What follows belongs to an exercise in optimizing a design on an open flow for small area, a short achievable clock period and few clock cycles per item; a production flow would make more cautious choices.
At most, simulation tests tie the RTL to the original design; equivalence was not proved.
Only the layout flow was run in runs 2 to 6; the RTL was not checked for function there.
No activity file was given, so power comes from the tool's default toggle rates.

File: run.sh
#!/bin/bash
# synth_recipe.tcl (not shown) runs the flow's synth.tcl, then flattens the netlist and writes it again
# the make line also repeats each setting of config.mk as NAME=value (left out here)
make -C /OpenROAD-flow-scripts/flow DESIGN_CONFIG=/design/flow/config.mk WORK_HOME=/design/flow/orfs CLKGATE_MAP_FILE= SYNTH_SCRIPT=/design/flow/synth_recipe.tcl finish
File: config.mk
export PLATFORM = sky130hd
export DESIGN_NAME = JAM
export DESIGN_NICKNAME = JAM
export VERILOG_FILES = /design/flow/design.v
export SDC_FILE = /design/flow/constraint.sdc
export NUM_CORES = 4
export LEC_CHECK = 0
export CAP_MARGIN = 20
export CORE_MARGIN = 2
export CORE_UTILIZATION = 40
export SLEW_MARGIN = 20
File: constraint.sdc
create_clock -name core_clock -period 16.0 [get_ports {CLK}]
set_input_delay 3.2000 -clock core_clock [delete_from_list [all_inputs] [get_ports {CLK}]]
set_output_delay 3.2000 -clock core_clock [all_outputs]
set_load 0.01 [all_outputs]
File: design.v
module JAM (
input CLK,
input RST,
output reg [2:0] W,
output reg [2:0] J,
input [6:0] Cost,
output reg [3:0] MatchCount,
output reg [9:0] MinCost,
output reg Valid );
localparam [6:0] LAST = 7'd73;
reg [6:0] step;
reg [2:0] yr, xr;           
reg [1:0] sF, sG;           
reg [111:0] Fm, Gm;         
reg [9:0] rom;              
always @(*) begin
    case (step)
        7'd0: rom = {3'd1, 3'd5, 2'd1, 2'd1};
        7'd1: rom = {3'd2, 3'd6, 2'd2, 2'd2};
        7'd2: rom = {3'd3, 3'd7, 2'd3, 2'd3};
        7'd3: rom = {3'd4, 3'd0, 2'd0, 2'd0};
        7'd4: rom = {3'd0, 3'd1, 2'd1, 2'd0};
        7'd5: rom = {3'd1, 3'd2, 2'd2, 2'd0};
        7'd6: rom = {3'd2, 3'd3, 2'd3, 2'd0};
        7'd7: rom = {3'd5, 3'd0, 2'd1, 2'd1};
        7'd8: rom = {3'd0, 3'd1, 2'd2, 2'd1};
        7'd9: rom = {3'd3, 3'd0, 2'd2, 2'd0};
        7'd10: rom = {3'd0, 3'd2, 2'd3, 2'd0};
        7'd11: rom = {3'd1, 3'd0, 2'd3, 2'd1};
        7'd12: rom = {3'd0, 3'd3, 2'd2, 2'd1};
        7'd13: rom = {3'd2, 3'd4, 2'd0, 2'd0};
        7'd14: rom = {3'd3, 3'd0, 2'd2, 2'd1};
        7'd15: rom = {3'd0, 3'd1, 2'd3, 2'd1};
        7'd16: rom = {3'd1, 3'd2, 2'd0, 2'd1};
        7'd17: rom = {3'd6, 3'd0, 2'd3, 2'd2};
        7'd18: rom = {3'd0, 3'd1, 2'd0, 2'd2};
        7'd19: rom = {3'd2, 3'd0, 2'd0, 2'd1};
        7'd20: rom = {3'd4, 3'd2, 2'd0, 2'd0};
        7'd21: rom = {3'd0, 3'd3, 2'd2, 2'd1};
        7'd22: rom = {3'd1, 3'd0, 2'd2, 2'd2};
        7'd23: rom = {3'd2, 3'd1, 2'd2, 2'd0};
        7'd24: rom = {3'd0, 3'd4, 2'd0, 2'd2};
        7'd25: rom = {3'd1, 3'd0, 2'd0, 2'd0};
        7'd26: rom = {3'd0, 3'd2, 2'd2, 2'd0};
        7'd27: rom = {3'd2, 3'd5, 2'd1, 2'd0};
        7'd28: rom = {3'd3, 3'd0, 2'd2, 2'd1};
        7'd29: rom = {3'd0, 3'd1, 2'd0, 2'd1};
        7'd30: rom = {3'd1, 3'd2, 2'd1, 2'd1};
        7'd31: rom = {3'd4, 3'd0, 2'd0, 2'd2};
        7'd32: rom = {3'd0, 3'd1, 2'd1, 2'd2};
        7'd33: rom = {3'd2, 3'd0, 2'd1, 2'd1};
        7'd34: rom = {3'd0, 3'd3, 2'd2, 2'd1};
        7'd35: rom = {3'd1, 3'd0, 2'd2, 2'd2};
        7'd36: rom = {3'd0, 3'd2, 2'd1, 2'd2};
        7'd37: rom = {3'd7, 3'd0, 2'd1, 2'd3};
        7'd38: rom = {3'd0, 3'd1, 2'd2, 2'd3};
        7'd39: rom = {3'd2, 3'd0, 2'd2, 2'd2};
        7'd40: rom = {3'd3, 3'd2, 2'd2, 2'd1};
        7'd41: rom = {3'd5, 3'd3, 2'd2, 2'd0};
        7'd42: rom = {3'd0, 3'd4, 2'd0, 2'd2};
        7'd43: rom = {3'd1, 3'd0, 2'd0, 2'd3};
        7'd44: rom = {3'd2, 3'd1, 2'd0, 2'd1};
        7'd45: rom = {3'd3, 3'd2, 2'd0, 2'd0};
        7'd46: rom = {3'd0, 3'd5, 2'd2, 2'd3};
        7'd47: rom = {3'd1, 3'd0, 2'd2, 2'd1};
        7'd48: rom = {3'd2, 3'd1, 2'd2, 2'd0};
        7'd49: rom = {3'd0, 3'd3, 2'd0, 2'd1};
        7'd50: rom = {3'd1, 3'd0, 2'd0, 2'd0};
        7'd51: rom = {3'd0, 3'd2, 2'd2, 2'd0};
        7'd52: rom = {3'd2, 3'd6, 2'd3, 2'd0};
        7'd53: rom = {3'd3, 3'd0, 2'd2, 2'd1};
        7'd54: rom = {3'd0, 3'd1, 2'd0, 2'd1};
        7'd55: rom = {3'd1, 3'd2, 2'd3, 2'd1};
        7'd56: rom = {3'd4, 3'd0, 2'd0, 2'd2};
        7'd57: rom = {3'd0, 3'd1, 2'd3, 2'd2};
        7'd58: rom = {3'd2, 3'd0, 2'd3, 2'd1};
        7'd59: rom = {3'd0, 3'd3, 2'd2, 2'd1};
        7'd60: rom = {3'd1, 3'd0, 2'd2, 2'd2};
        7'd61: rom = {3'd0, 3'd2, 2'd3, 2'd2};
        7'd62: rom = {3'd5, 3'd0, 2'd3, 2'd3};
        7'd63: rom = {3'd0, 3'd1, 2'd2, 2'd3};
        7'd64: rom = {3'd2, 3'd0, 2'd2, 2'd2};
        7'd65: rom = {3'd3, 3'd2, 2'd2, 2'd1};
        7'd66: rom = {3'd0, 3'd4, 2'd0, 2'd2};
        7'd67: rom = {3'd1, 3'd0, 2'd0, 2'd3};
        7'd68: rom = {3'd2, 3'd1, 2'd0, 2'd1};
        7'd69: rom = {3'd0, 3'd3, 2'd2, 2'd3};
        7'd70: rom = {3'd1, 3'd0, 2'd2, 2'd1};
        7'd71: rom = {3'd0, 3'd2, 2'd0, 2'd1};
        default: rom = 10'd0;
    endcase
end
always @(posedge CLK or posedge RST) begin
    if (RST) begin
        W <= 3'd0;
        J <= 3'd0;
        step <= 7'd0;
        yr <= 3'd0;
        xr <= 3'd4;
        sF <= 2'd0;
        sG <= 2'd0;
    end else begin
        W <= W + 3'd1;
        if (W == 3'd3) J <= xr;
        if (W == 3'd7) begin
            J <= rom[9:7];
            {yr, xr, sF, sG} <= rom;
            if (!Valid) step <= step + 7'd1;
        end
    end
end
integer s, r;
always @(posedge CLK) begin
    for (s = 0; s < 4; s = s + 1)
        for (r = 0; r < 4; r = r + 1) begin
            if (!W[2] && sF == s && W[1:0] == r) Fm[(s*4+r)*7 +: 7] <= Cost;
            if ( W[2] && sG == s && W[1:0] == r) Gm[(s*4+r)*7 +: 7] <= Cost;
        end
end
wire [111:0] M = W[2] ? Fm : Gm;
wire [1:0] pt = W[1:0];
wire [27:0] cA = M[27:0];
wire [27:0] cB = (pt == 2'd0) ? M[55:28] : (pt == 2'd1) ? M[83:56] : M[111:84];
wire [27:0] cC = (pt == 2'd0) ? M[83:56] : M[55:28];
wire [27:0] cD = (pt == 2'd2) ? M[83:56] : M[111:84];
function [8:0] pmin;        
    input [6:0] a0, b1, b0, a1;
    reg [7:0] u, v;
    begin
        u = a0 + b1;
        v = b0 + a1;
        pmin = {u == v, (u < v) ? u : v};
    end
endfunction
reg [8:0] q01ab, q23cd, q01cd, q23ab;
always @(posedge CLK) begin
    q01ab <= pmin(cA[6:0],   cB[13:7],  cB[6:0],   cA[13:7]);
    q23cd <= pmin(cC[20:14], cD[27:21], cD[20:14], cC[27:21]);
    q01cd <= pmin(cC[6:0],   cD[13:7],  cD[6:0],   cC[13:7]);
    q23ab <= pmin(cA[20:14], cB[27:21], cB[20:14], cA[27:21]);
end
wire [8:0] v1 = q01ab[7:0] + q23cd[7:0];
wire [8:0] v2 = q01cd[7:0] + q23ab[7:0];
wire [3:0] c1 = (q01ab[8] & q23cd[8]) ? 4'd4 : (q01ab[8] | q23cd[8]) ? 4'd2 : 4'd1;
wire [3:0] c2 = (q01cd[8] & q23ab[8]) ? 4'd4 : (q01cd[8] | q23ab[8]) ? 4'd2 : 4'd1;
reg [8:0] pv;
reg [3:0] pc;
always @(posedge CLK) begin
    pv <= (v1 < v2) ? v1 : v2;
    pc <= (v1 < v2) ? c1 : (v2 < v1) ? c2 : c1 + c2;
end
reg [8:0] acc, fs;
reg [3:0] accc, fsc;
always @(posedge CLK) begin
    if (W == 3'd6 || W == 3'd2) begin
        acc <= pv;
        accc <= pc;
    end else if (pv < acc) begin
        acc <= pv;
        accc <= pc;
    end else if (pv == acc) begin
        accc <= accc + pc;
    end
    if (W == 3'd1) begin
        fs <= acc;
        fsc <= accc;
    end
end
wire [9:0] tot = fs + acc;
wire [7:0] cprod = fsc * accc;
always @(posedge CLK or posedge RST) begin
    if (RST) begin
        MinCost <= 10'h3ff;
        MatchCount <= 4'd0;
        Valid <= 1'b0;
    end else if (W == 3'd5 && step >= 7'd4 && !Valid) begin
        if (tot < MinCost) begin
            MinCost <= tot;
            MatchCount <= cprod[3:0];
        end else if (tot == MinCost) begin
            MatchCount <= MatchCount + cprod[3:0];
        end
        if (step == LAST) Valid <= 1'b1;
    end
end
endmodule
==> run summary, run 1 <==
status=timing/DRC/antenna clean; fmax=0.1742 GHz; die span in y=227.1 um; post-route ant nets=0; DP Wirelength=33160 um; Clock Sinks=334; Worst Skew=0.04502 ns; CTS Buffer Depth=3; sequential fraction of the synthesis area=47.12%; GP Congestion=0.8994; period utilisation layout=35.89%; CTS tree=done; Crit Path Category=reg2reg; CTS buffer count=40; M1 GR Usage=24.08%; Final Non-Filler Cells=2311; Slew Limit Fails=0; cells after synthesis=1584; Clk pin slew, worst setup/hold paths=0.06 ns; IR drop worst, VDD=0.00006631 V; Tightest Pin Transition=1.043 ns; DP Cell Count=2236; Int Power=1.600 mW; share of cells above drive strength 1=15.92%; hold buffer count at CTS=0; Top FF cell, synth=edfxtp_1; DR vias/cell=5.461; GRT Max-Usage Layer=met2; port bufs=29; crit path from=W[2]; reg-to-reg setup timing slack=10.26 ns; Hold Violations, Final=0; Mapped Area=0.01990 mm^2; total track usage=18.59%; 1st-pass router iterations=5; pwr dens=93.98 mW/mm^2; Startpoint Class=flip-flop; die area=0.05156 mm^2; Worst R2R Start=W[2]; Setup TNS=0 ns; IO Count=30; largest net degree at the start of global routing=76; syn nets=1786; H-tree levels=2; wire per inst=20.09 um; initial antenna violation count=1; Post-synth EDFFs=250; via count of the routed design=12620; Critical Path End=q23ab[0]; synth-to-layout area growth=11.84%; reg2reg end=q23ab[0]; Reg2Reg Depth=16; net count reported at finish=1816; Leak Pwr=8.528 nW; fill count=4424; Post-CTS Resized=0; final setup vio count=0; Worst slew margin=29.92%; Die Width=227.1 um; RSZ-0062 raised after global routing=false; total grt overflow=0; area share of the largest cell type after synthesis=37.72%; Seq cells post-synth=334; drt drc=0; worst path arrival time=6.19 ns; first-pass GRT wire length=73060 um; Initial Utilization=40.57%; MaxCap Viol Count=0; Clock Power Share=44.4%; Std-Cell Rows=81; total power=2.092 mW; later-pin clock latency in the skew report=0.59 ns; minimum clock period=5.742 ns; met3 Use GR=3.265%; largest cells by area after synthesis=edfxtp_1 38%, ha_1 11%, mux4_2 10%, dfxtp_1 4.9%, mux2_2 3.3%; CP Capture Type=flip-flop; fraction of registers with async set/reset=10.48%; Switching Power=492.5 uW; Post-CTS Setup Repair Bufs=0; cell accounting for the most synthesized area=edfxtp_1; core box area=0.04905 mm^2; DRT Wirelength=46440 um; CTS root buf=clkbuf_16; yosys warns=1; Mapped Avg Cell Area=12.56 um^2; met2 Resource Use GR=31.36%; post-synth cell types=71; worst hold margin=0.4354 ns; 1st-iter DRT viols=829; largest fanout on the critical path=52; Comb pwr share=8.8%; vias in the first global route=13010; switch share=23.54%; Seq pwr share=46.8%; Required @ worst endpoint=16.45 ns; HP Class=reg2reg
Yosys cell counts, drive strengths merged (5+ instances only):
master,instances
edfxtp,250
ha,179
inv,134
a21oi,96
nor2,96
mux4,89
mux2i,63
mux2,58
o21ai,55
dfxtp,49
nand2,49
xnor2,41
a21o,38
buf,32
clkbuf,27
and2,26
nor2b,25
dfrtp,24
nor3,22
xor2,21
o21a,19
nand4,17
nand2b,15
fa,14
o22ai,12
dfstp,11
o21bai,11
o211ai,10
or2,10
nand3,9
o31ai,7
a211oi,6
a31oi,5
o2bb2ai,5
cells by family after synthesis:
kind of cell	Yosys count	share of synthesized area, %
AOI/OAI and AO/OA	304	9.851
muxes	210	16.52
xor gates and xnor gates	63	2.842
adders and majority gates	193	12.66
DFF	334	47.12
and+or+nand+nor	287	7.129
buffers and inverters	193	3.879
worst max-delay path, cell delays in order, from the launching register on:
cell and delay [ns]:
dfrtp_4 1.00, buf_4 0.83, mux4_2 0.59, nor2_1 0.09
a21oi_1 0.08, ha_1 0.28, inv_1 0.07, fa_1 0.21
nor2b_1 0.06, o21a_1 0.17, o21ai_0 0.21, a21oi_1 0.10
a2111oi_1 0.59, ha_1 0.25, nand4_1 0.14, o21ai_2 0.46
mux2_2 0.40
per-layer routing:
layer,vias to the layer above,part of all wire [%]
met5,-,0
met1,6205,44
met3,84,5.4
li1,6006,-
met2,325,48
met4,0,3.2
worst min-delay path by stage:
stage | start | slack [ns] | to | depth (start not counted)
6_report | pv[4] | 0.44 | acc[4] | 0
5_1_grt | pv[4] | 0.45 | acc[4] | 0
4_1_cts | pv[4] | 0.44 | acc[4] | 0
3_5_place_dp | pv[4] | 0.43 | acc[4] | 0
3_3_place_gp | pv[0] | 0.42 | acc[0] | 0
2_1_floorplan | pv[0] | 0.41 | acc[0] | 0
area by class of cell:
| cell class | instances | area (um^2) | share of cell area [%] |
|---|---|---|---|
| Clock buffer | 46 | 1023 | 4.598 |
| Sequential cell | 334 | 9382 | 42.14 |
| Timing Repair Buffer | 47 | 420.4 | 1.889 |
| Antenna cell | 1 | 2.502 | 0.01124 |
| Tap cell | 664 | 830.8 | 3.732 |
| Inverter | 134 | 503.0 | 2.260 |
| Multi-Input combinational cell | 1057 | 9763 | 43.86 |
| Clock inverter | 28 | 335.3 | 1.506 |
cells in the final DEF, fill, tap and decap left out, types with 28 or more instances in the layout:
cell and n:
edfxtp_1 250, ha_1 177, inv_1 131, a21oi_1 96, nor2_1 95, mux4_2 89, mux2i_1 63, mux2_2 58
nand2_1 49, dfxtp_1 49, o21ai_0 48, xnor2_1 41, clkbuf_16 40, a21o_1 38, clkdlybuf4s50_1 28
sequential cells by signal, indices dropped and copies added (netlist names):
name	count
MatchCount	4
J	3
Fm	112
q23ab	9
fsc	4
q23cd	9
sF	2
Valid	1
W	3
step	7
pc	4
acc	9
q01ab	9
Gm	112
MinCost	10
pv	9
xr	3
accc	4
q01cd	9
sG	2
fs	9
power by group through the flow:
stage	logic (mW)	clock network, mW	registers [mW]
6_report	0.184	0.929	0.979
5_1_grt	0.206	0.982	0.982
4_1_cts	0.186	0.949	0.979
3_5_place_dp	0.185	0	0.997
3_3_place_gp	0.181	0	0.996
2_1_floorplan	0.111	0	0.999
metrics by stage:
| stage | util [%] | area (um^2) | worst slack, ns |
|---|---|---|---|
| 2_1_floorplan | - | 19900 | 11.61 |
| 3_3_place_gp | 42.61 | 20900 | 10.39 |
| 3_5_place_dp | 42.60 | 20890 | 10.24 |
| 4_1_cts | 45.37 | 22250 | 10.19 |
| 5_1_grt | 45.38 | 22260 | 9.775 |
| 6_report | 45.38 | 22260 | 10.26 |
Testbench counts, summed over its fixed seeds: cycles 10,620, tables 18.
==> run 2, diff against run 1 <==
--- a/design.v
+++ b/design.v
@@ -90,9 +90,14 @@
         default: rom = 10'd0;
     endcase
 end
+reg [2:0] ph;
+wire [2:0] phn = ph + 3'd1;
+wire [1:0] sn = (ph == 3'd7) ? rom[3:2] : phn[2] ? sG : sF;
+wire [1:0] rn = sn - phn[1:0] - 2'd1;
 always @(posedge CLK or posedge RST) begin
     if (RST) begin
-        W <= 3'd0;
+        ph <= 3'd0;
+        W <= 3'd3;
         J <= 3'd0;
         step <= 7'd0;
         yr <= 3'd0;
@@ -100,29 +105,30 @@
         sF <= 2'd0;
         sG <= 2'd0;
     end else begin
-        W <= W + 3'd1;
-        if (W == 3'd3) J <= xr;
-        if (W == 3'd7) begin
+        ph <= phn;
+        W <= {phn[2], rn};
+        if (ph == 3'd3) J <= xr;
+        if (ph == 3'd7) begin
             J <= rom[9:7];
             {yr, xr, sF, sG} <= rom;
             if (!Valid) step <= step + 7'd1;
         end
     end
 end
-integer s, r;
+integer r, k;
 always @(posedge CLK) begin
-    for (s = 0; s < 4; s = s + 1)
-        for (r = 0; r < 4; r = r + 1) begin
-            if (!W[2] && sF == s && W[1:0] == r) Fm[(s*4+r)*7 +: 7] <= Cost;
-            if ( W[2] && sG == s && W[1:0] == r) Gm[(s*4+r)*7 +: 7] <= Cost;
+    for (r = 0; r < 4; r = r + 1)
+        for (k = 0; k < 4; k = k + 1) begin
+            Fm[(k*4+r)*7 +: 7] <= (k == r && !W[2] && W[1:0] == r) ? Cost : Fm[(((k+1)%4)*4+r)*7 +: 7];
+            Gm[(k*4+r)*7 +: 7] <= (k == r &&  W[2] && W[1:0] == r) ? Cost : Gm[(((k+1)%4)*4+r)*7 +: 7];
         end
 end
-wire [111:0] M = W[2] ? Fm : Gm;
-wire [1:0] pt = W[1:0];
+wire [111:0] M = ph[2] ? Fm : Gm;
+wire swap = (ph[1:0] == 2'd2);
 wire [27:0] cA = M[27:0];
-wire [27:0] cB = (pt == 2'd0) ? M[55:28] : (pt == 2'd1) ? M[83:56] : M[111:84];
-wire [27:0] cC = (pt == 2'd0) ? M[83:56] : M[55:28];
-wire [27:0] cD = (pt == 2'd2) ? M[83:56] : M[111:84];
+wire [27:0] cB = swap ? M[83:56] : M[55:28];
+wire [27:0] cC = swap ? M[55:28] : M[83:56];
+wire [27:0] cD = M[111:84];
 function [8:0] pmin;        
     input [6:0] a0, b1, b0, a1;
     reg [7:0] u, v;
@@ -152,7 +158,7 @@
 reg [8:0] acc, fs;
 reg [3:0] accc, fsc;
 always @(posedge CLK) begin
-    if (W == 3'd6 || W == 3'd2) begin
+    if (ph == 3'd6 || ph == 3'd2) begin
         acc <= pv;
         accc <= pc;
     end else if (pv < acc) begin
@@ -161,7 +167,7 @@
     end else if (pv == acc) begin
         accc <= accc + pc;
     end
-    if (W == 3'd1) begin
+    if (ph == 3'd1) begin
         fs <= acc;
         fsc <= accc;
     end
@@ -173,7 +179,7 @@
         MinCost <= 10'h3ff;
         MatchCount <= 4'd0;
         Valid <= 1'b0;
-    end else if (W == 3'd5 && step >= 7'd4 && !Valid) begin
+    end else if (ph == 3'd5 && step >= 7'd4 && !Valid) begin
         if (tot < MinCost) begin
             MinCost <= tot;
             MatchCount <= cprod[3:0];
==> run summary, run 2 <==
HP Class=reg2reg; Post-CTS Setup Repair Bufs=0 (unchanged); Required @ worst endpoint=12.80 ns (-3.65 ns); Seq cells post-synth=336 (+0.60%); HP Start=Gm[7]; largest net degree at the start of global routing=59 (-22%); Initial Utilization=40.53% (-0.048 points); Top FF cell, synth=dfxtp_1; largest fanout on the critical path=58 (+12%); crit path cell chain=clkdlybuf4s50_1; count leader, synth=dfxtp_1; total track usage=17.31% (-1.3 points); share of cells above drive strength 1=18.75% (+2.8 points); CTS root buf=clkbuf_16; Mapped Area=0.01704 mm^2 (-14%); Hold EP=Gm[91]; final instance area=0.01912 mm^2 (-14%); CTS buffer count=38 (-5.0%); Slew Limit Fails=0 (unchanged); net count reported at finish=1728 (-4.8%); reg2reg end=q01cd[2]; via count of the routed design=11080 (-12%); die span in y=210.4 um (-7.3%); Post-synth EDFFs=26 (-90%); DRT Wirelength=37410 um (-19%); GP Congestion=0.8803 (-2.1%); Setup TNS=0 ns (unchanged); Post-Place Cell Area=0.01783 mm^2 (-15%); 1st-pass router iterations=5 (unchanged); synth-to-layout area growth=12.20%; drt drc=0 (unchanged); fill count=3855 (-13%); Crit Path Category=reg2out; sequential fraction of the synthesis area=42.19% (-4.9 points); worst path arrival time=2.31 ns (-3.88 ns); IO Count=30 (unchanged); vias in the first global route=11220 (-14%); minimum clock period=5.506 ns (-0.2362 ns); most frequent cells in the layout=273 x dfxtp_1, 177 x ha_1, 127 x mux2_2, 110 x inv_1, 105 x a21oi_1; fmax=0.1816 GHz (+4.3%); Mapped Avg Cell Area=11.35 um^2 (-9.7%); Final Non-Filler Cells=2091 (-9.5%); yosys warns=1 (unchanged); post-route ant nets=0 (unchanged); port bufs=29 (unchanged); Clk pin slew, worst setup/hold paths=0.06 ns (about the same); Std-Cell Rows=75 (-7.4%); first-pass GRT wire length=60600 um (-17%); Hold Violations, Final=0 (unchanged); later-pin clock latency in the skew report=0.56 ns (-0.03 ns); post-synth cell types=64 (-9.9%); wire per inst=17.89 um (-11%); Worst R2R Start=W[2]; most common cell after layout, fill and taps aside=dfxtp_1; antenna fix cells=0 (-1); DP Wirelength=27310 um (-18%); Reg2Reg Depth=15 (-1); Worst Skew=0.03264 ns (-0.01238 ns); Post-CTS Resized=0 (unchanged); fraction of registers with async set/reset=11.01% (+0.53 points); largest cells by area after synthesis=dfxtp_1 32%, ha_1 13%, mux2_2 8.4%, mux4_2 7.8%, edfxtp_1 4.6%; worst hold stages=0 (unchanged); Tightest Pin Transition=0.9218 ns (-0.1215 ns); final setup vio count=0 (unchanged); pwr dens=160.9 mW/mm^2 (+71%); Leak Pwr=8.152 nW (-4.4%); core box area=0.04204 mm^2 (-14%); reg-to-reg setup timing slack=10.65 ns (+0.39 ns); IR drop worst, VDD=0.0001307 V (+97%); Clock Sinks=336 (+0.60%); leading cell types by count after synthesis=273 x dfxtp_1, 178 x ha_1, 127 x mux2_2, 110 x inv_1, 105 x a21oi_1; Largest regs=Fm x112, Gm x112, MinCost x10; CTS Buffer Depth=3 (unchanged); Die Width=210.4 um (-7.3%); H-tree levels=2 (unchanged); DR vias/cell=5.301 (-2.9%); Worst slew margin=38.55% (+8.6 points); die area=0.04426 mm^2 (-14%); CP Capture Type=output port; DP Cell Count=2026 (-9.4%); CTS tree=done; worst path bufs/invs=1 (-1); RSZ-0062 raised after global routing=false; CP max stage delay=0.99 ns (about the same); delay-heaviest family, CP=flip-flops; hold buffer count at CTS=0 (unchanged); total grt overflow=0 (unchanged); period utilisation layout=34.41% (-1.5 points); status=timing/DRC/antenna clean; syn nets=1702 (-4.7%); MaxCap Viol Count=0 (unchanged); Critical Path Slowest Stage Cell=dfrtp_4; cell accounting for the most synthesized area=dfxtp_1; area share of the largest cell type after synthesis=32.08% (-5.6 points); cells after synthesis=1501 (-5.2%); 1st-iter DRT viols=684 (-17%); initial antenna violation count=1 (unchanged); Startpoint Class=flip-flop
[run 2: changes by cell type in the layout (fill, tap and decap cells not counted), moves of 10 or more]
cell      previous run  this run
edfxtp_1           250        26
nand2b_1            15        25
nor3_1              21         7
inv_1              131       110
mux4_2              89        59
nand2_1             49        71
dfxtp_1             49       273
nor2_1              95        49
and2_1              26         7
xor2_1              21        34
mux2i_1             63        28
mux2_2              58       127
[run 2: worst max path at each step]
stage | slack, ns | startpoint | depth (start not counted) | endpoint
after floorplan | 11.68 | ph[0] | 18 | q01cd[3]
after detailed placement | 10.62 | W[2] | 15 | q01cd[2]
final | 10.49 | W[2] | 1 | W[2]
after global routing | 10.22 | W[2] | 15 | q01cd[2]
after CTS | 10.42 | W[2] | 1 | W[2]
after global placement | 10.66 | W[2] | 15 | q01cd[2]
[run 2: final cells by class]
| class | count | area, um^2 | share of cell area (%) |
|---|---|---|---|
| Inverter | 112 | 420.4 | 2.199 |
| Clock inverter | 17 | 192.7 | 1.008 |
| Clock buffer | 48 | 1092 | 5.714 |
| Tap cell | 539 | 674.4 | 3.528 |
| Timing Repair Buffer | 44 | 402.9 | 2.108 |
| Multi-Input combinational cell | 995 | 9141 | 47.82 |
| Sequential cell | 336 | 7192 | 37.62 |
[run 2: per-layer routing]
layer,global-route usage [%],vias to the layer above,part of all wire (%)
met3,2.890,62,4.5
met2,28.17,223,46
met1,23.62,5375,47
met4,5.440,0,2.5
met5,0,-,0
li1,-,5424,-
[run 2: logic make-up after synthesis]
kind of cell               count (synthesis)  share of synthesized area, %
and+or+nand+nor                          226                         6.676
buffers and inverters                    170                         4.223
DFF                                      336                         42.19
adders and majority gates                192                         14.72
AOI/OAI and AO/OA                        286                         10.32
muxes                                    214                         17.84
xor gates and xnor gates                  77                         4.039
[run 2: metrics by stage]
stage	power [mW]	hold WS, ns	utilization (%)	worst slack [ns]
after global placement	2.173	0.3285	42.38	10.66
after global routing	3.297	0.3486	45.47	10.22
final	3.075	0.3400	45.47	10.49
after detailed placement	2.204	0.3306	42.41	10.62
after floorplan	1.945	0.3257	-	11.68
after CTS	3.109	0.3431	45.46	10.42
[run 2: report_power, final]
| part | internal [mW] | switching [mW] | leakage (nW) |
|---|---|---|---|
| registers | 0.997 | 0.0724 | 3.01 |
| logic | 0.527 | 0.587 | 4.51 |
| clock network | 0.534 | 0.356 | 0.640 |
==> run 3, diff against run 2 <==
--- a/design.v
+++ b/design.v
@@ -91,6 +91,9 @@
     endcase
 end
 reg [2:0] ph;
+reg [3:0] ldF, ldG;           
+reg selA, selB, selC, selD;   
+reg swB, swC;                 
 wire [2:0] phn = ph + 3'd1;
 wire [1:0] sn = (ph == 3'd7) ? rom[3:2] : phn[2] ? sG : sF;
 wire [1:0] rn = sn - phn[1:0] - 2'd1;
@@ -98,6 +101,14 @@
     if (RST) begin
         ph <= 3'd0;
         W <= 3'd3;
+        ldF <= 4'd8;
+        ldG <= 4'd0;
+        selA <= 1'b0;
+        selB <= 1'b0;
+        selC <= 1'b0;
+        selD <= 1'b0;
+        swB <= 1'b0;
+        swC <= 1'b0;
         J <= 3'd0;
         step <= 7'd0;
         yr <= 3'd0;
@@ -107,6 +118,14 @@
     end else begin
         ph <= phn;
         W <= {phn[2], rn};
+        ldF <= phn[2] ? 4'd0 : (4'd1 << rn);
+        ldG <= phn[2] ? (4'd1 << rn) : 4'd0;
+        selA <= phn[2];
+        selB <= phn[2] & (phn[1:0] != 2'd3);
+        selC <= (phn >= 3'd3) & (phn <= 3'd6);
+        selD <= (phn >= 3'd3);
+        swB <= (phn[1:0] == 2'd2);
+        swC <= phn[1];
         if (ph == 3'd3) J <= xr;
         if (ph == 3'd7) begin
             J <= rom[9:7];
@@ -119,16 +138,14 @@
 always @(posedge CLK) begin
     for (r = 0; r < 4; r = r + 1)
         for (k = 0; k < 4; k = k + 1) begin
-            Fm[(k*4+r)*7 +: 7] <= (k == r && !W[2] && W[1:0] == r) ? Cost : Fm[(((k+1)%4)*4+r)*7 +: 7];
-            Gm[(k*4+r)*7 +: 7] <= (k == r &&  W[2] && W[1:0] == r) ? Cost : Gm[(((k+1)%4)*4+r)*7 +: 7];
+            Fm[(k*4+r)*7 +: 7] <= (k == r && ldF[r]) ? Cost : Fm[(((k+1)%4)*4+r)*7 +: 7];
+            Gm[(k*4+r)*7 +: 7] <= (k == r && ldG[r]) ? Cost : Gm[(((k+1)%4)*4+r)*7 +: 7];
         end
 end
-wire [111:0] M = ph[2] ? Fm : Gm;
-wire swap = (ph[1:0] == 2'd2);
-wire [27:0] cA = M[27:0];
-wire [27:0] cB = swap ? M[83:56] : M[55:28];
-wire [27:0] cC = swap ? M[55:28] : M[83:56];
-wire [27:0] cD = M[111:84];
+wire [27:0] cA = selA ? Fm[27:0] : Gm[27:0];
+wire [27:0] cB = selB ? (swB ? Fm[83:56] : Fm[55:28]) : (swB ? Gm[83:56] : Gm[55:28]);
+wire [27:0] cC = selC ? (swC ? Fm[55:28] : Fm[83:56]) : (swC ? Gm[55:28] : Gm[83:56]);
+wire [27:0] cD = selD ? Fm[111:84] : Gm[111:84];
 function [8:0] pmin;        
     input [6:0] a0, b1, b0, a1;
     reg [7:0] u, v;
==> run summary, run 3 <==
Clock Sinks=348 (+3.6%); area share of the largest cell type after synthesis=30.51% (-1.6 points); RSZ-0062 raised after global routing=false; Mapped Area=0.01791 mm^2 (+5.1%); leading cell types by count after synthesis=273 x dfxtp_1, 179 x ha_1, 143 x inv_1, 137 x mux2_2, 70 x nor2_1; via count of the routed design=11800 (+6.5%); drt drc=0 (unchanged); most frequent cells in the layout=273 x dfxtp_1, 179 x ha_1, 142 x inv_1, 137 x mux2_2, 70 x nor2_1; pwr dens=152.5 mW/mm^2 (-5.2%); Startpoint Class=flip-flop; hold buffer count at CTS=0 (unchanged); Initial Utilization=40.51% (about the same); worst path arrival time=2.21 ns (-0.10 ns); die area=0.04650 mm^2 (+5.0%); Tightest Pin Transition=0.8966 ns (-0.02519 ns); yosys warns=1 (unchanged); Mapped Avg Cell Area=11.22 um^2 (-1.1%); Post-CTS Setup Repair Bufs=0 (unchanged); IR drop worst, VDD=0.0001333 V (+2.0%); die span in y=215.6 um (+2.5%); post-synth cell types=73 (+14%); Largest regs=Fm x112, Gm x112, MinCost x10; minimum clock period=5.413 ns (-0.09300 ns); synth-to-layout area growth=12.06%; Switching Power=998.6 uW (-1.7%); core box area=0.04422 mm^2 (+5.2%); GP Congestion=0.8319 (-5.5%); DRT Wirelength=41110 um (+9.9%); fin worst setup slack=10.59 ns (+0.09300 ns); Leak Pwr=8.477 nW (+4.0%); Slew Limit Fails=0 (unchanged); DR vias/cell=5.273 (-0.53%); cells after synthesis=1596 (+6.3%); Top FF cell, synth=dfxtp_1; antenna fix cells=0 (unchanged); largest cells by area after synthesis=dfxtp_1 31%, ha_1 13%, mux2_2 8.6%, mux4_2 7.4%, dfrtp_1 4.9%; Clk pin slew, worst setup/hold paths=0.06 ns (about the same); share of cells above drive strength 1=18.83% (+0.084 points); later-pin clock latency in the skew report=0.54 ns (-0.02 ns); reg-to-reg setup timing slack=11.07 ns (+0.42 ns); fmax=0.1848 GHz (+1.7%); Hold Violations, Final=0 (unchanged); total track usage=17.72% (+0.40 points); fraction of registers with async set/reset=14.08% (+3.1 points); port bufs=29 (unchanged); 1st-iter DRT viols=845 (+24%); Int Power=2.063 mW (+0.16%); switch share=32.62% (-0.42 points); status=timing/DRC/antenna clean; Required @ worst endpoint=12.80 ns (about the same); post-route ant nets=0 (unchanged); net count reported at finish=1818 (+5.2%); Std-Cell Rows=77 (+2.7%); Seq cells post-synth=348 (+3.6%); 1st-pass router iterations=5 (unchanged); worst hold margin=0.3453 ns (+0.005280 ns); DP Wirelength=29810 um (+9.2%); total grt overflow=0 (unchanged); syn nets=1798 (+5.6%); Reg area=0.007496 mm^2 (+4.2%); HP Class=reg2reg; Die Width=215.6 um (+2.5%); first-pass GRT wire length=65210 um (+7.6%); dpl ws=11.13 ns (+0.5135 ns); largest fanout on the critical path=23 (-60%); vias in the first global route=11780 (+5.0%); MaxCap Viol Count=0 (unchanged); count leader, synth=dfxtp_1; most common cell after layout, fill and taps aside=dfxtp_1; wire per inst=18.37 um (+2.7%); Post-CTS Resized=0 (unchanged); Comb pwr share=35.0% (-1.2 points); largest net degree at the start of global routing=51 (-14%); CTS buffer count=39 (+2.6%); fill count=4006 (+3.9%); H-tree levels=2 (unchanged); period utilisation layout=33.83% (-0.58 points); final setup vio count=0 (unchanged); Worst Skew=0.02194 ns (-0.01070 ns); cell accounting for the most synthesized area=dfxtp_1; sequential fraction of the synthesis area=41.81% (-0.38 points); Post-synth EDFFs=26 (unchanged); CTS Buffer Depth=3 (unchanged); Clock Power Share=29.1% (about the same); CP Capture Type=output port; CTS root buf=clkbuf_16; IO Count=30 (unchanged); Worst slew margin=39.96% (+1.4 points); multi-input logic area=0.009634 mm^2 (+5.4%); initial antenna violation count=0 (-1); Seq pwr share=35.9% (+1.1 points); Crit Path Category=reg2out; Setup TNS=0 ns (unchanged); CTS tree=done
[run 3: cell types whose count changed after synthesis, sizes merged, moves of 9 or more]
cell | before | now
a21oi | 105 | 65
inv | 112 | 143
mux2i | 28 | 53
nor2 | 49 | 71
clkbuf | 22 | 41
buf | 36 | 20
nand2 | 71 | 59
nand2b | 25 | 13
nor2b | 17 | 29
dfrtp | 24 | 35
o21bai | 17 | 6
mux2 | 127 | 137
o211ai | 3 | 12
o21ai | 60 | 69
[run 3: per-layer routing]
layer  track usage [%]  up-vias  routed length (um)
li1                  -     5770                   -
met5                 0        -                   0
met1             25.04     5731               19970
met3             2.565       62                1537
met2             28.29      237               18680
met4             4.943        0                 915
[run 3: per-stage QoR]
stage / std cells / power, mW / util [%] / instance area, um^2
3_3_place_gp: 2167 / 2.145 / 42.46 / 18780
6_report: 2238 / 3.061 / 45.40 / 20080
3_5_place_dp: 2167 / 2.184 / 42.46 / 18780
2_1_floorplan: 1596 / 1.910 / - / 17910
5_1_grt: 2238 / 3.267 / 45.40 / 20080
4_1_cts: 2238 / 3.084 / 45.39 / 20070
[run 3: cells by family (layout without fill, tap and decap cells)]
| kind of cell | Yosys count | in the layout | synth area share, % |
|---|---|---|---|
| adder cells (fa/ha/maj) | 193 | 193 | 14.07 |
| multiplexers | 249 | 249 | 18.99 |
| AO/OA/AOI/OAI | 282 | 282 | 10.35 |
| buffers and inverters | 204 | 254 | 4.428 |
| XOR/XNOR | 62 | 62 | 3.108 |
| AND/OR/NAND/NOR | 258 | 258 | 7.250 |
| flip-flops | 348 | 348 | 41.81 |
[run 3: cell type report]
class / count / share of cell area [%]
Multi-Input combinational cell: 1044 / 47.99
Clock inverter: 12 / 0.6606
Clock buffer: 59 / 5.790
Timing Repair Buffer: 40 / 1.857
Tap cell: 592 / 3.690
Inverter: 143 / 2.674
Sequential cell: 348 / 37.34
[run 3: final timing paths]
kind | startpoint | cells past startpoint | endpoint
max | W[2] | 2 | W[2]
min | Gm[108] | 0 | Gm[80]
max reg2reg | selC | 15 | q23cd[4]
min reg2reg | Gm[108] | 0 | Gm[80]
max in group asynchronous | RST | 3 | selB
min in group asynchronous | RST | 3 | MatchCount[0]
[run 3: power groups by stage]
stage,Clock [mW],Sequential (mW),Combinational [mW]
finish,0.891,1.10,1.07
global route,0.947,1.11,1.21
CTS,0.909,1.10,1.08
detailed placement,0,1.12,1.07
global placement,0,1.12,1.03
floorplan,0,1.09,0.818
[run 3: worst max-delay path, stage by stage, from the launching register on]
cell             delay, ns
dfrtp_2               0.56
buf_4                 0.46
clkdlybuf4s50_1       0.63
==> run 4, diff against run 3 <==
--- a/design.v
+++ b/design.v
@@ -8,6 +8,7 @@
 output reg [9:0] MinCost,
 output reg Valid );
 localparam [6:0] LAST = 7'd73;
+reg [2:0] ph;
 reg [6:0] step;
 reg [2:0] yr, xr;           
 reg [1:0] sF, sG;           
@@ -87,51 +88,38 @@
         7'd69: rom = {3'd0, 3'd3, 2'd2, 2'd3};
         7'd70: rom = {3'd1, 3'd0, 2'd2, 2'd1};
         7'd71: rom = {3'd0, 3'd2, 2'd0, 2'd1};
-        default: rom = 10'd0;
+        default: rom = {3'd0, 3'd4, 2'd0, 2'd0};
     endcase
 end
-reg [2:0] ph;
-reg [3:0] ldF, ldG;           
-reg selA, selB, selC, selD;   
-reg swB, swC;                 
 wire [2:0] phn = ph + 3'd1;
 wire [1:0] sn = (ph == 3'd7) ? rom[3:2] : phn[2] ? sG : sF;
 wire [1:0] rn = sn - phn[1:0] - 2'd1;
+reg [3:0] ldF, ldG;         
+reg selA, selB, selC, selD;  
+reg swB, swC;               
 always @(posedge CLK or posedge RST) begin
     if (RST) begin
-        ph <= 3'd0;
-        W <= 3'd3;
-        ldF <= 4'd8;
-        ldG <= 4'd0;
-        selA <= 1'b0;
-        selB <= 1'b0;
-        selC <= 1'b0;
-        selD <= 1'b0;
-        swB <= 1'b0;
-        swC <= 1'b0;
-        J <= 3'd0;
-        step <= 7'd0;
-        yr <= 3'd0;
-        xr <= 3'd4;
-        sF <= 2'd0;
-        sG <= 2'd0;
+        ph <= 3'd7;
+        step <= 7'h7f;
     end else begin
         ph <= phn;
-        W <= {phn[2], rn};
-        ldF <= phn[2] ? 4'd0 : (4'd1 << rn);
-        ldG <= phn[2] ? (4'd1 << rn) : 4'd0;
-        selA <= phn[2];
-        selB <= phn[2] & (phn[1:0] != 2'd3);
-        selC <= (phn >= 3'd3) & (phn <= 3'd6);
-        selD <= (phn >= 3'd3);
-        swB <= (phn[1:0] == 2'd2);
-        swC <= phn[1];
-        if (ph == 3'd3) J <= xr;
-        if (ph == 3'd7) begin
-            J <= rom[9:7];
-            {yr, xr, sF, sG} <= rom;
-            if (!Valid) step <= step + 7'd1;
-        end
+        if (ph == 3'd7 && !Valid) step <= step + 7'd1;
+    end
+end
+always @(posedge CLK) begin
+    W <= {phn[2], rn};
+    ldF <= phn[2] ? 4'd0 : (4'd1 << rn);
+    ldG <= phn[2] ? (4'd1 << rn) : 4'd0;
+    selA <= (phn <= 3'd2);
+    selB <= (phn >= 3'd4) & (phn <= 3'd6);
+    selC <= (phn >= 3'd3) & (phn <= 3'd6);
+    selD <= (phn >= 3'd3);
+    swB <= (phn[1:0] == 2'd2);
+    swC <= phn[1];
+    if (ph == 3'd3) J <= xr;
+    if (ph == 3'd7) begin
+        J <= rom[9:7];
+        {yr, xr, sF, sG} <= rom;
     end
 end
 integer r, k;
@@ -142,7 +130,7 @@
             Gm[(k*4+r)*7 +: 7] <= (k == r && ldG[r]) ? Cost : Gm[(((k+1)%4)*4+r)*7 +: 7];
         end
 end
-wire [27:0] cA = selA ? Fm[27:0] : Gm[27:0];
+wire [27:0] cA = selA ? Gm[27:0] : Fm[27:0];
 wire [27:0] cB = selB ? (swB ? Fm[83:56] : Fm[55:28]) : (swB ? Gm[83:56] : Gm[55:28]);
 wire [27:0] cC = selC ? (swC ? Fm[55:28] : Fm[83:56]) : (swC ? Gm[55:28] : Gm[83:56]);
 wire [27:0] cD = selD ? Fm[111:84] : Gm[111:84];
@@ -191,19 +179,19 @@
 end
 wire [9:0] tot = fs + acc;
 wire [7:0] cprod = fsc * accc;
-always @(posedge CLK or posedge RST) begin
-    if (RST) begin
-        MinCost <= 10'h3ff;
-        MatchCount <= 4'd0;
-        Valid <= 1'b0;
-    end else if (ph == 3'd5 && step >= 7'd4 && !Valid) begin
-        if (tot < MinCost) begin
+wire merge = (ph == 3'd5) && (step >= 7'd4) && (step <= LAST) && !Valid;
+always @(posedge CLK) begin
+    if (merge) begin
+        if (step == 7'd4 || tot < MinCost) begin
             MinCost <= tot;
             MatchCount <= cprod[3:0];
         end else if (tot == MinCost) begin
             MatchCount <= MatchCount + cprod[3:0];
         end
-        if (step == LAST) Valid <= 1'b1;
     end
 end
+always @(posedge CLK or posedge RST) begin
+    if (RST) Valid <= 1'b0;
+    else if (merge && step == LAST) Valid <= 1'b1;
+end
 endmodule
==> run summary, run 4 <==
minimum clock period=4.726 ns (-0.6868 ns); Crit Path Category=reg2out; sequential fraction of the synthesis area=43.34% (+1.5 points); DP Wirelength=29030 um (-2.6%); Critical Path Slowest Stage Cell=clkdlybuf4s50_1; post-synth cell types=71 (-2.7%); Hold Violations, Final=0 (unchanged); worst path bufs/invs=1 (-1); pwr dens=134.2 mW/mm^2 (-12%); delay-heaviest family, CP=buffers and inverters; yosys warns=1 (unchanged); drt drc=0 (unchanged); Post-synth EDFFs=50 (+92%); CTS Buffer Depth=3 (unchanged); net count reported at finish=1741 (-4.2%); first-pass GRT wire length=64780 um (-0.67%); die area=0.04549 mm^2 (-2.2%); Required @ worst endpoint=12.80 ns (about the same); Top FF cell, synth=dfxtp_1; dpl ws=11.48 ns (+0.3438 ns); CTS root buf=clkbuf_16; die span in y=213.3 um (-1.1%); Clk pin slew, worst setup/hold paths=0.06 ns (about the same); largest fanout on the critical path=5 (-78%); CTS buffer count=38 (-2.6%); 1st-iter DRT viols=758 (-10%); final setup vio count=0 (unchanged); synth-to-layout area growth=11.60%; most common cell after layout, fill and taps aside=dfxtp_1; crit path cell chain=clkdlybuf4s50_1; core box area=0.04317 mm^2 (-2.4%); fraction of registers with async set/reset=3.134% (-11 points); RSZ-0062 raised after global routing=false; CP Capture Type=output port; Worst slew margin=32.86% (-7.1 points); Die Width=213.3 um (-1.1%); Mapped Area=0.01752 mm^2 (-2.2%); Initial Utilization=40.59% (+0.075 points); cells after synthesis=1520 (-4.8%); IR drop worst, VDD=0.00009241 V (-31%); post-route ant nets=0 (unchanged); antenna fix cells=0 (unchanged); leading cell types by count after synthesis=290 x dfxtp_1, 179 x ha_1, 128 x mux2_2, 112 x inv_1, 89 x a21oi_1; hold buffer count at CTS=0 (unchanged); cell accounting for the most synthesized area=dfxtp_1; Mapped Avg Cell Area=11.53 um^2 (+2.7%); H-tree levels=2 (unchanged); MaxCap Viol Count=0 (unchanged); Tightest Pin Transition=0.9941 ns (+0.09753 ns); via count of the routed design=11320 (-4.1%); syn nets=1722 (-4.2%); Worst Skew=0.01868 ns (-0.003257 ns); Largest regs=Fm x112, Gm x112, MinCost x10; Leak Pwr=8.202 nW (-3.3%); total track usage=18.41% (+0.69 points); largest cells by area after synthesis=dfxtp_1 33%, ha_1 13%, edfxtp_1 8.6%, mux2_2 8.2%, mux4_2 7.7%; fin worst setup slack=11.27 ns (+0.6868 ns); CTS tree=done; wire per inst=18.88 um (+2.8%); HP Class=reg2reg; Core Util, Final=45.29% (-0.10 points); Std-Cell Rows=76 (-1.3%); GP Congestion=0.8618 (+3.6%); fmax=0.2116 GHz (+15%); share of cells above drive strength 1=18.00% (-0.84 points); area share of the largest cell type after synthesis=33.13% (+2.6 points); period utilisation layout=29.54% (-4.3 points); CP max stage delay=0.57 ns (-0.06 ns); 1st-pass router iterations=5 (unchanged); final instance area=0.01955 mm^2 (-2.6%); Startpoint Class=flip-flop; DR vias/cell=5.261 (-0.23%); most frequent cells in the layout=286 x dfxtp_1, 179 x ha_1, 128 x mux2_2, 112 x inv_1, 89 x a21oi_1; Setup TNS=0 ns (unchanged); port bufs=29 (unchanged); Post-CTS Resized=0 (unchanged); Clock Sinks=351 (+0.86%); Slew Limit Fails=0 (unchanged); later-pin clock latency in the skew report=0.54 ns (about the same); IO Count=30 (unchanged); count leader, synth=dfxtp_1; DRT Wirelength=40630 um (-1.2%); largest net degree at the start of global routing=49 (-3.9%); reg-to-reg setup timing slack=11.42 ns (+0.35 ns); Seq cells post-synth=351 (+0.86%); status=timing/DRC/antenna clean; total grt overflow=0 (unchanged); Post-CTS Setup Repair Bufs=0 (unchanged); Post-Place Cell Area=0.01834 mm^2 (-2.4%); vias in the first global route=11620 (-1.4%); worst path arrival time=1.53 ns (-0.68 ns); initial antenna violation count=0 (unchanged)
-- run 4: cell types whose count changed after synthesis, moves of 16 or more --
cell	delta
inv_1	-31
mux2i_1	-18
dfrtp_1	-34
dfxtp_1	+17
edfxtp_1	+24
a21oi_1	+25
clkbuf_1	-16
-- run 4: worst register-to-register path, delay by kind of cell (launching register included) --
kind,cells,cell delay [ns]
muxes,2,1.06
adders and majority gates,3,0.98
AOI/OAI and AO/OA,5,0.95
and+or+nand+nor,3,0.51
buffers and inverters,1,0.50
DFF,1,0.32
xor gates and xnor gates,1,0.12
-- run 4: path summary, 6_finish.rpt --
check,end,cells after the start,startpoint
max in group asynchronous,step[0],2,RST
worst min-delay path,Gm[101],0,Gm[17]
worst max register to register,q23cd[0],15,selC
worst max-delay path,Valid,1,Valid
worst min register to register,Gm[101],0,Gm[17]
min in group asynchronous,Valid,2,RST
-- run 4: logic make-up after synthesis --
| kind of cell | Yosys count | share of synthesized area, % |
|---|---|---|
| xor gates and xnor gates | 73 | 3.756 |
| AOI/OAI and AO/OA | 271 | 9.762 |
| buffers and inverters | 169 | 3.892 |
| DFF | 351 | 43.34 |
| adders and majority gates | 193 | 14.38 |
| and+or+nand+nor | 239 | 6.777 |
| muxes | 224 | 18.09 |
-- run 4: power by group --
| part | internal [mW] | total [mW] | switching, mW |
|---|---|---|---|
| clock | 0.495 | 0.849 | 0.354 |
| sequential | 1.00 | 1.05 | 0.0477 |
| combinational | 0.321 | 0.723 | 0.402 |
-- run 4: layer usage --
metal / vias to the layer above / track usage, % / share of wire [%]
met5: - / 0 / 0
met4: 0 / 4.167 / 1.8
met3: 56 / 2.868 / 4.0
met2: 221 / 30.28 / 46
met1: 5506 / 25.50 / 48
li1: 5538 / - / -
-- run 4: final cells by class --
| type | instances | area (um^2) |
|---|---|---|
| Inverter | 113 | 424.2 |
| Fill cell | 3984 | 23620 |
| Tap cell | 585 | 732.0 |
| Clock inverter | 15 | 125.1 |
| Clock buffer | 53 | 1090 |
| Multi-Input combinational cell | 1000 | 9248 |
| Timing Repair Buffer | 35 | 335.3 |
| Sequential cell | 351 | 7600 |
-- run 4: metrics by stage --
| step | hold slack, ns | cells | total power [mW] |
|---|---|---|---|
| 6_report | 0.3410 | 2152 | 2.625 |
| 5_1_grt | 0.3483 | 2152 | 2.790 |
| 4_1_cts | 0.3432 | 2152 | 2.647 |
| 3_5_place_dp | 0.3306 | 2084 | 1.790 |
| 3_3_place_gp | 0.3281 | 2084 | 1.775 |
| 2_1_floorplan | 0.3257 | 1520 | 1.619 |
==> run 5, diff against run 4 <==
--- a/config.mk
+++ b/config.mk
@@ -7,5 +7,6 @@
 export LEC_CHECK = 0
 export CAP_MARGIN = 20
 export CORE_MARGIN = 2
-export CORE_UTILIZATION = 40
+export CORE_UTILIZATION = 60
+export CTS_BUF_LIST = sky130_fd_sc_hd__clkbuf_4 sky130_fd_sc_hd__clkbuf_8
 export SLEW_MARGIN = 20
==> run summary, run 5 <==
reg-to-reg setup timing slack=11.51 ns (+0.09 ns); later-pin clock latency in the skew report=0.59 ns (+0.05 ns); IO Count=30 (unchanged); Largest regs=Fm x112, Gm x112, MinCost x10; Int Power=1.777 mW (-2.4%); Slew Limit Fails=0 (unchanged); dpl ws=11.54 ns (+0.05960 ns); total grt overflow=0 (unchanged); fill count=2235 (-44%); via count of the routed design=11420 (+0.88%); first-pass GRT wire length=61320 um (-5.3%); leading cell types by count after synthesis=290 x dfxtp_1, 179 x ha_1, 128 x mux2_2, 112 x inv_1, 89 x a21oi_1; H-tree levels=2 (unchanged); Hold Violations, Final=0 (unchanged); pwr dens=133.5 mW/mm^2 (-0.57%); Seq cells post-synth=351 (unchanged); Post-synth EDFFs=50 (unchanged); net count reported at finish=1757 (+0.92%); post-synthesis xor/xnor area fraction=3.756% (unchanged); Initial Utilization=61.05% (+20 points); Core Util, Final=67.21% (+22 points); sequential fraction of the synthesis area=43.34% (unchanged); antenna fix cells=0 (unchanged); CP max stage delay=0.56 ns (about the same); Std-Cell Rows=62 (-18%); most common cell after layout, fill and taps aside=dfxtp_1; initial antenna violation count=0 (unchanged); worst path bufs/invs=1 (unchanged); count leader, synth=dfxtp_1; yosys warns=1 (unchanged); fraction of registers with async set/reset=3.134% (unchanged); Worst R2R Start=swB; Worst slew margin=40.16% (+7.3 points); CTS tree=done; DR vias/cell=5.757 (+9.4%); wire per inst=19.43 um (+2.9%); Switching Power=797.7 uW (-0.72%); crit path cell chain=clkdlybuf4s50_1; HP Class=reg2reg; mux cell area share after synthesis=18.09% (unchanged); largest cells by area after synthesis=dfxtp_1 33%, ha_1 13%, edfxtp_1 8.6%, mux2_2 8.2%, mux4_2 7.7%; Post-CTS Setup Repair Bufs=0 (unchanged); cells after synthesis=1520 (unchanged); Leak Pwr=8.234 nW (+0.40%); fin worst setup slack=11.23 ns (-0.04410 ns); die span in y=174.9 um (-18%); Clock Sinks=351 (unchanged); worst path arrival time=1.57 ns (+0.04 ns); most frequent cells in the layout=286 x dfxtp_1, 179 x ha_1, 128 x mux2_2, 112 x inv_1, 89 x a21oi_1; DP Wirelength=27890 um (-3.9%); crit path from=Valid; reg2reg end=q23ab[0]; Startpoint Class=flip-flop; Die Width=174.9 um (-18%); Critical Path Slowest Stage Cell=clkdlybuf4s50_1; Critical Path End=Valid; syn nets=1722 (unchanged); CTS buffer count=54 (+42%); CTS root buf=clkbuf_8; port bufs=29 (unchanged); Mapped Area=0.01752 mm^2 (unchanged); GP Congestion=0.8847 (+2.7%); status=timing/DRC/antenna clean; Setup TNS=0 ns (unchanged); total track usage=25.63% (+7.2 points); DRT Wirelength=38560 um (-5.1%); vias in the first global route=11450 (-1.4%); period utilisation layout=29.81% (+0.28 points); largest net degree at the start of global routing=49 (unchanged); Clk pin slew, worst setup/hold paths=0.06 ns (about the same); Comb pwr share=28.1% (+0.6 points); MaxCap Viol Count=0 (unchanged); CP Capture Type=output port; largest fanout on the critical path=5 (unchanged); post-route ant nets=0 (unchanged); final setup vio count=0 (unchanged); CTS Buffer Depth=3 (unchanged); IR drop worst, VDD=0.00009589 V (+3.8%); Reg2Reg Depth=16 (+1); Post-Synth Simple-Gate Area=6.777% (unchanged); Tightest Pin Transition=0.8976 ns (-0.09653 ns); drt drc=0 (unchanged); post-synthesis adder-cell area fraction=14.38% (unchanged); RSZ-0062 raised after global routing=false; Required @ worst endpoint=12.80 ns (about the same); Mapped Avg Cell Area=11.53 um^2 (unchanged); Synth Area in Compound Gates=9.761% (unchanged); CP Depth=1 (unchanged); DP Cell Count=1883 (-9.6%); core box area=0.02870 mm^2 (-34%); area share of the largest cell type after synthesis=33.13% (unchanged); delay-heaviest family, CP=buffers and inverters; Clock Power Share=30.9% (-1.5 points); fmax=0.2097 GHz (-0.92%); worst hold margin=0.3443 ns (+0.003287 ns); switch share=30.98% (+0.37 points); hold buffer count at CTS=0 (unchanged); post-synth cell types=71 (unchanged); Crit Path Category=reg2out; largest family of logic cells by synthesized area=multiplexers; Seq pwr share=41.0% (+0.9 points); Post-CTS Resized=0 (unchanged); share of cells above drive strength 1=20.19% (+2.2 points); Top FF cell, synth=dfxtp_1; Final Non-Filler Cells=1984 (-7.8%); 1st-iter DRT viols=707 (-6.7%); 1st-pass router iterations=5 (unchanged); cell accounting for the most synthesized area=dfxtp_1; die area=0.03059 mm^2 (-33%); minimum clock period=4.770 ns (+0.04410 ns); synth-to-layout area growth=10.09%; Worst Skew=0.01942 ns (+0.0007364 ns)
[run 5: cell families (layout without fill, tap and decap cells)]
family	count (synthesis)	count (layout)
DFF	351	351
AOI/OAI and AO/OA	271	271
and+or+nand+nor	239	239
muxes	224	224
adders and majority gates	193	193
buffers and inverters	169	249
xor gates and xnor gates	73	73
[run 5: metrics by stage]
stage / area, um^2 / power, mW
after floorplan: 17520 / 1.619
after global placement: 18080 / 1.768
after detailed placement: 18080 / 1.791
after CTS: 19280 / 2.589
after global routing: 19290 / 2.732
final: 19290 / 2.575
[run 5: layout make-up]
| cell class | count | area (um^2) | share of cell area (%) |
|---|---|---|---|
| multi-input cells | 1000 | 9255 | 47.98 |
| flip-flops and latches | 351 | 7600 | 39.40 |
| clock buffers | 76 | 983.4 | 5.098 |
| well taps | 384 | 480.5 | 2.491 |
| inverters | 113 | 424.2 | 2.199 |
| repair buffers | 35 | 335.3 | 1.738 |
| clock inverters | 25 | 211.5 | 1.096 |
[run 5: power groups by stage]
stage / logic [mW] / registers [mW] / clock network (mW)
global route: 0.816 / 1.06 / 0.854
detailed placement: 0.716 / 1.07 / 0
global placement: 0.698 / 1.07 / 0
finish: 0.724 / 1.05 / 0.796
floorplan: 0.568 / 1.05 / 0
CTS: 0.722 / 1.06 / 0.811
[run 5: worst min-delay path by stage]
stage                     startpoint  cells after the start  endpoint  slack, ns
final                        Gm[107]                      0    Gm[79]       0.34
after global routing          Gm[10]                      0    Gm[94]       0.35
after CTS                     Gm[10]                      0    Gm[94]       0.34
after detailed placement      Fm[94]                      0    Fm[66]       0.33
after global placement        Fm[97]                      0    Fm[69]       0.33
after floorplan               Fm[84]                      0    Fm[56]       0.33
[run 5: per-layer routing]
layer	track usage (%)	wire length, um	up-vias
li1	-	-	5570
met1	34.77	17560	5517
met2	42.24	17940	262
met3	3.851	1866	72
met4	8.646	1187	0
met5	0	0	-
==> run 6, diff against run 5 <==
==> flow/run.sh (new file) <==
#!/bin/bash
# Standard layout, with repair_timing aiming for more setup slack than the
# clock period needs (the SDC and the clock period are the design's).
set -euo pipefail
bash standard.sh SETUP_SLACK_MARGIN=11.5 finish > standard_make.log 2>&1
==> standard.sh (new file) <==
#!/bin/bash
# synth_recipe.tcl (not shown) runs the flow's synth.tcl, then flattens the netlist and writes it again
# the make line also repeats each setting of config.mk as NAME=value (left out here)
make -C /OpenROAD-flow-scripts/flow DESIGN_CONFIG=/design/flow/config.mk WORK_HOME=/design/flow/orfs CLKGATE_MAP_FILE= SYNTH_SCRIPT=/design/flow/synth_recipe.tcl "${@:-finish}"
--- a/config.mk
+++ b/config.mk
@@ -7,6 +7,5 @@
 export LEC_CHECK = 0
 export CAP_MARGIN = 20
 export CORE_MARGIN = 2
-export CORE_UTILIZATION = 60
-export CTS_BUF_LIST = sky130_fd_sc_hd__clkbuf_4 sky130_fd_sc_hd__clkbuf_8
+export CORE_UTILIZATION = 40
 export SLEW_MARGIN = 20
removed: run.sh
==> run summary, run 6 <==
Crit Path Category=reg2out; port bufs=29 (unchanged); later-pin clock latency in the skew report=0.54 ns (-0.05 ns); Initial Utilization=40.59% (-20 points); Largest regs=Fm x112, Gm x112, MinCost x10; first-pass GRT wire length=64800 um (+5.7%); IO Count=30 (unchanged); worst path bufs/invs=1 (unchanged); CP Capture Type=output port; Post-synth EDFFs=50 (unchanged); Worst slew margin=32.86% (-7.3 points); via count of the routed design=11330 (-0.82%); Slew Limit Fails=0 (unchanged); Mapped Area=0.01752 mm^2 (unchanged); antenna fix cells=0 (unchanged); IR drop worst, VDD=0.00009295 V (-3.1%); Clk pin slew, worst setup/hold paths=0.06 ns (about the same); CTS root buf=clkbuf_16; Die Width=213.3 um (+22%); syn nets=1722 (unchanged); H-tree levels=2 (unchanged); largest fanout on the critical path=2 (-3); initial antenna violation count=0 (unchanged); dpl ws=11.48 ns (-0.05960 ns); wire per inst=18.92 um (-2.6%); die span in y=213.3 um (+22%); die area=0.04549 mm^2 (+49%); Critical Path Slowest Stage Cell=edfxtp_1; yosys warns=1 (unchanged); most frequent cells in the layout=286 x dfxtp_1, 179 x ha_1, 128 x mux2_2, 112 x inv_1, 89 x a21oi_1; share of cells above drive strength 1=18.36% (-1.8 points); Seq cells post-synth=351 (unchanged); fmax=0.2255 GHz (+7.6%); largest net degree at the start of global routing=49 (unchanged); count leader, synth=dfxtp_1; Startpoint Class=flip-flop; leading cell types by count after synthesis=290 x dfxtp_1, 179 x ha_1, 128 x mux2_2, 112 x inv_1, 89 x a21oi_1; CTS Buffer Depth=3 (unchanged); Required @ worst endpoint=12.80 ns (about the same); Mapped Avg Cell Area=11.53 um^2 (unchanged); vias in the first global route=11630 (+1.6%); Hold EP=Gm[101]; cells after synthesis=1520 (unchanged); sequential fraction of the synthesis area=43.34% (unchanged); Reg2Reg Depth=15 (-1); drt drc=0 (unchanged); Reg area=0.007600 mm^2 (unchanged); hold buffer count at CTS=0 (unchanged); 1st-pass router iterations=5 (unchanged); period utilisation layout=27.72% (-2.1 points); worst hold stages=0 (unchanged); Hold Violations, Final=0 (unchanged); fraction of registers with async set/reset=3.134% (unchanged); HP Class=reg2reg; post-synth cell types=71 (unchanged); Worst Skew=0.01877 ns (-0.0006515 ns); CP max stage delay=0.41 ns (-0.15 ns); most common cell after layout, fill and taps aside=dfxtp_1; DP Wirelength=29030 um (+4.1%); RSZ-0062 raised after global routing=true; crit path cell chain=dlygate4sd2_1; reg2reg end=q23cd[0]; largest cells by area after synthesis=dfxtp_1 33%, ha_1 13%, edfxtp_1 8.6%, mux2_2 8.2%, mux4_2 7.7%; Clock Sinks=351 (unchanged); minimum clock period=4.435 ns (-0.3353 ns); status=timing/DRC/antenna clean; Tightest Pin Transition=0.9941 ns (+0.09653 ns); Setup TNS=0 ns (unchanged); HP Start=Gm[17]; Top FF cell, synth=dfxtp_1; total track usage=18.42% (-7.2 points); CTS tree=done; CTS buffer count=38 (-30%); MaxCap Viol Count=0 (unchanged); area share of the largest cell type after synthesis=33.13% (unchanged); multi-input logic area=0.009258 mm^2 (about the same); worst path arrival time=1.23 ns (-0.34 ns); fin worst setup slack=11.57 ns (+0.3353 ns); synth-to-layout area growth=11.75%; 1st-iter DRT viols=767 (+8.5%); Worst R2R Start=selC; DR vias/cell=5.259 (-8.7%); DRT Wirelength=40760 um (+5.7%); delay-heaviest family, CP=flip-flops; total grt overflow=0 (unchanged); cell accounting for the most synthesized area=dfxtp_1; reg-to-reg setup timing slack=11.74 ns (+0.23 ns); post-route ant nets=0 (unchanged); GP Congestion=0.8618 (-2.6%); Leak Pwr=8.276 nW (+0.51%); core box area=0.04317 mm^2 (+50%); pwr dens=134.2 mW/mm^2 (+0.57%); fill count=3990 (+79%); net count reported at finish=1743 (-0.80%); final setup vio count=0 (unchanged); Std-Cell Rows=76 (+23%)
-- run 6: cell families (layout without fill, tap and decap cells) --
group / after synthesis / count (layout) / synth area share (%)
DFF: 351 / 351 / 43.34
and+or+nand+nor: 239 / 239 / 6.777
xor gates and xnor gates: 73 / 73 / 3.756
buffers and inverters: 169 / 218 / 3.892
muxes: 224 / 224 / 18.09
AOI/OAI and AO/OA: 271 / 271 / 9.762
adders and majority gates: 193 / 193 / 14.38
-- run 6: timing repair --
item,CTS,global route
gates resized for setup,22,11
buffers inserted,1,1
hold endpoints to repair,0,0
gates cloned,0,0
setup endpoints to repair,27,34
-- run 6: through the flow --
stage | cells | cell area, um^2 | power [mW] | hold WS, ns | util, %
6_report | 2154 | 19580 | 2.628 | 0.3408 | 45.35
5_1_grt | 2154 | 19580 | 2.791 | 0.3483 | 45.35
2_1_floorplan | 1520 | 17520 | 1.619 | 0.3257 | -
3_3_place_gp | 2084 | 18340 | 1.775 | 0.3281 | 42.47
4_1_cts | 2153 | 19540 | 2.647 | 0.3432 | 45.26
3_5_place_dp | 2084 | 18340 | 1.790 | 0.3306 | 42.47
-- run 6: area by class of cell --
cell class              instances  area share [%]
well taps                     585           3.738
inverters                     113           2.166
clock buffers                  53           5.566
multi-input cells            1000           47.28
clock inverters                15          0.6390
repair buffers                 37           1.796
flip-flops and latches        351           38.81
-- run 6: layer usage --
layer | vias up | global-route usage, % | share of wire, %
li1 | 5545 | - | -
met1 | 5507 | 25.51 | 48
met2 | 217 | 30.09 | 46
met3 | 58 | 2.927 | 4.1
met4 | 0 | 4.550 | 2.2
met5 | - | 0 | 0
-- run 6: power by group --
group / internal, mW / switching, mW
combinational: 0.322 / 0.404
sequential: 1.00 / 0.0474
clock: 0.495 / 0.355
total: 1.82 / 0.807
-- run 6: worst max path at each step --
stage | from | slack [ns] | cells past startpoint | end
after floorplan | selC | 11.87 | 18 | q01cd[0]
after global placement | selC | 11.48 | 15 | q23cd[0]
after detailed placement | selC | 11.48 | 15 | q23cd[0]
after CTS | Valid | 11.37 | 1 | Valid
after global routing | selC | 11.48 | 15 | q23cd[0]
final | MinCost[7] | 11.57 | 1 | MinCost[7]

==> static timing again, ports no longer ideal <==
How much do the figures lean on ideal ports? The routed layouts below were timed once more, with nothing changed but the port constraints.
Step 1 (the two cells are an assumption about what drives the block):
set clk [get_ports {CLK}]
set_driving_cell -lib_cell sky130_fd_sc_hd__clkbuf_16 $clk
set_driving_cell -lib_cell sky130_fd_sc_hd__buf_2 [delete_from_list [all_inputs] $clk]
Step 2 times the ports against the registers' clock, not the clock port: input delays grow and output delays shrink by t, the midpoint of the rising clock arrivals with the driver on.
Slacks: ideal ports / drivers / drivers and shift; pairs: ideal ports / drivers.
| run | shift t [ns] | setup WS [ns] | hold slack, ns | worst setup path at the end | slew at the worst register clock pin (ns) |
|---|---|---|---|---|---|
| run 1 | 0.629 | 10.258 / 10.258 / 10.258 | 0.435 / 0.435 / 0.435 | register to register | 0.07 / 0.07 |
| run 2 | 0.596 | 10.495 / 10.443 / 10.645 | 0.340 / 0.340 / 0.340 | register to register | 0.06 / 0.06 |
| run 3 | 0.584 | 10.588 / 10.533 / 11.067 | 0.345 / 0.345 / 0.345 | register to register | 0.06 / 0.06 |
| run 4 | 0.583 | 11.274 / 11.220 / 11.423 | 0.341 / 0.341 / 0.341 | register to register | 0.06 / 0.06 |
| run 5 | 0.628 | 11.230 / 11.182 / 11.515 | 0.344 / 0.344 / 0.344 | register to register | 0.07 / 0.07 |
| run 6 | 0.581 | 11.566 / 11.511 / 11.586 | 0.341 / 0.341 / 0.341 | input to register | 0.07 / 0.07 |
After both steps every run listed still meets setup and hold.
